Context: an optimization exercise on an open-source flow, tuned for small area. The choices shown serve that exercise and are no tape-out recipe. The RTL was checked by simulation tests, not by an equivalence proof against the original design. Power figures rest on the tool's default switching activity, not on a simulated workload.

Setup of run 3:
==> flow/design.v (excerpt) <==
module Register_File_Wrapper
#(
	parameter WIDTH = 32,
	parameter SELECTOR = 5
)
(
	input 						clk, 
	input 						rst, 
	input 						Reg_Write_i,
	input 	[SELECTOR-1:0]	Read_Register_1_i,
	input 	[SELECTOR-1:0]	Read_Register_2_i,
	input 	[SELECTOR-1:0]	Write_Register_i,
	input 	[WIDTH-1:0]		Write_Data_i,
	output 	[WIDTH-1:0]		Read_Data_1_o,
	output 	[WIDTH-1:0]		Read_Data_2_o
);
localparam N = 2**SELECTOR;
logic [N-1:1][WIDTH-1:0] data, data_d;
logic [N-1:1]            valid;
genvar k, b;
generate
	for (k = 1; k < N; k++) begin: gen_regs
		wire we  = Reg_Write_i && (Write_Register_i == k);
		wire wen = !we;
		for (b = 0; b < WIDTH; b++) begin: gen_bits
			FF_D nxt (.d(Write_Data_i[b]), .we(we), .q(data[k][b]), .wen(wen), .y(data_d[k][b]));
		end
		always_ff @(posedge clk)
			data[k] <= data_d[k];
		always_ff @(posedge clk, negedge rst)
			if (!rst)    valid[k] <= 1'b0;
			else if (we) valid[k] <= 1'b1;
	end
endgenerate
logic [N-1:1] sel1, sel2;
logic [WIDTH-1:0][N-1:1] slice;
generate
	for (k = 1; k < N; k++) begin: gen_sel
		assign sel1[k] = valid[k] && (Read_Register_1_i == k);
		assign sel2[k] = valid[k] && (Read_Register_2_i == k);
		for (b = 0; b < WIDTH; b++) begin: gen_slice
			assign slice[b][k] = data[k][b];
		end
	end
endgenerate
generate
	for (b = 0; b < WIDTH; b++) begin: gen_read
		Mux_32 rd1 (.data(slice[b]), .sel(sel1), .out(Read_Data_1_o[b]));
		Mux_32 rd2 (.data(slice[b]), .sel(sel2), .out(Read_Data_2_o[b]));
	end
endgenerate
endmodule
Size: about 1000 flip-flops, roughly 110 I/O pins, ~39000 um^2 of cells after synthesis.
Settings: LEC_CHECK=0, CAP_MARGIN=20, CELL_PAD_IN_SITES_DETAIL_PLACEMENT=1, CELL_PAD_IN_SITES_GLOBAL_PLACEMENT=1, CORE_MARGIN=2, CORE_UTILIZATION=30, PLACE_DENSITY=0.75, SLEW_MARGIN=20, SYNTH_HIERARCHICAL=1, SYNTH_MINIMUM_KEEP_SIZE=0; clock period 6.5 ns.
standard.sh (not shown) runs the stock make flow with config.mk's settings and CLKGATE_MAP_FILE= SYNTH_SCRIPT=/design/flow/synth_recipe.tcl, a recipe that flattens the netlist after the stock synthesis.
==> flow/flow/run.sh <==
#!/bin/bash
# Layout flow: the standard ORFS flow (standard.sh, unchanged synthesis,
# floorplan, power grid and tap cells), with two settings passed to it:
#  - the port buffers that global placement inserts use the smallest buffer;
#  - clock tree synthesis uses clkbuf_8 with larger sink clusters and no dummy
#    loads.
# ORFS writes each step's full log under orfs/logs/; make's own output goes to
# standard.log in this folder.
set -euo pipefail
export BUFFER_PORTS_ARGS="-buffer_cell sky130_fd_sc_hd__buf_1"
export CTS_ARGS="-sink_clustering_enable -repair_clock_nets -dont_use_dummy_load -buf_list sky130_fd_sc_hd__clkbuf_8 -sink_clustering_size 16 -sink_clustering_max_diameter 60"
bash standard.sh > standard.log 2>&1
Looking at the reports, run 3 completed the entire flow and the layout it produced met the timing, design-rule and antenna checks.
For run 5, these inputs were changed with respect to run 3:
==> flow/run.sh (new file) <==
#!/bin/bash
# synth_recipe.tcl (not shown) runs the flow's synth.tcl, then flattens the netlist and writes it again
# the make line also repeats each setting of config.mk as NAME=value (left out here)
make -C /OpenROAD-flow-scripts/flow DESIGN_CONFIG=/design/flow/config.mk WORK_HOME=/design/flow/orfs CLKGATE_MAP_FILE= SYNTH_SCRIPT=/design/flow/synth_recipe.tcl finish
==> flow/config.mk <==
export PLATFORM = sky130hd
export DESIGN_NAME = Register_File_Wrapper
export DESIGN_NICKNAME = Register_File_Wrapper
export VERILOG_FILES = /design/flow/design.v
export SDC_FILE = /design/flow/constraint.sdc
export NUM_CORES = 4
export LEC_CHECK = 0
export CAP_MARGIN = 20
export CORE_MARGIN = 2
export CORE_UTILIZATION = 30
export SLEW_MARGIN = 20
export SYNTH_HIERARCHICAL = 1
export SYNTH_MINIMUM_KEEP_SIZE = 0
removed: flow/flow/run.sh
removed: flow/standard.sh
--- outcome ---
Combinational power of run 5 exceeds that of run 3 by a few percent.
Via density per instance of run 5 falls short of that of run 3 by a few percent.
Cell type of the slowest stage on the worst timing path: sky130_fd_sc_hd__clkdlybuf4s50_1 -> run 5, sky130_fd_sc_hd__and3_2 -> run 3
Via total after detailed routing was lower in run 5 than in run 3.

static timing again, ports no longer ideal:
How much do the figures lean on ideal ports? The routed layouts below were timed once more, with nothing changed but the port constraints.
Step 1 sets driving cells, clkbuf_16 on the clock port and buf_2 on the other inputs (assumed; they add their load-dependent delay and slew).
Step 2 moves the port delays by t, midway between the first and last clock arrival at a register: inputs arrive t later, outputs are due t later. That takes back most of the time a late clock gives input paths.
a / b / c = ideal / step 1 / step 2; a / b = the first two.
run	t, ns	slack for setup (ns)	worst data-port slew with drivers (ns)
run 3	0.823	0.814 / 0.764 / 0.764	0.14
run 5	0.757	0.266 / 0.232 / 0.232	0.11
After both steps setup and hold are still met in every run listed. The setup slack of run 3, which loses most, moves by -0.050 ns with the drivers and by -0.050 ns with both steps.
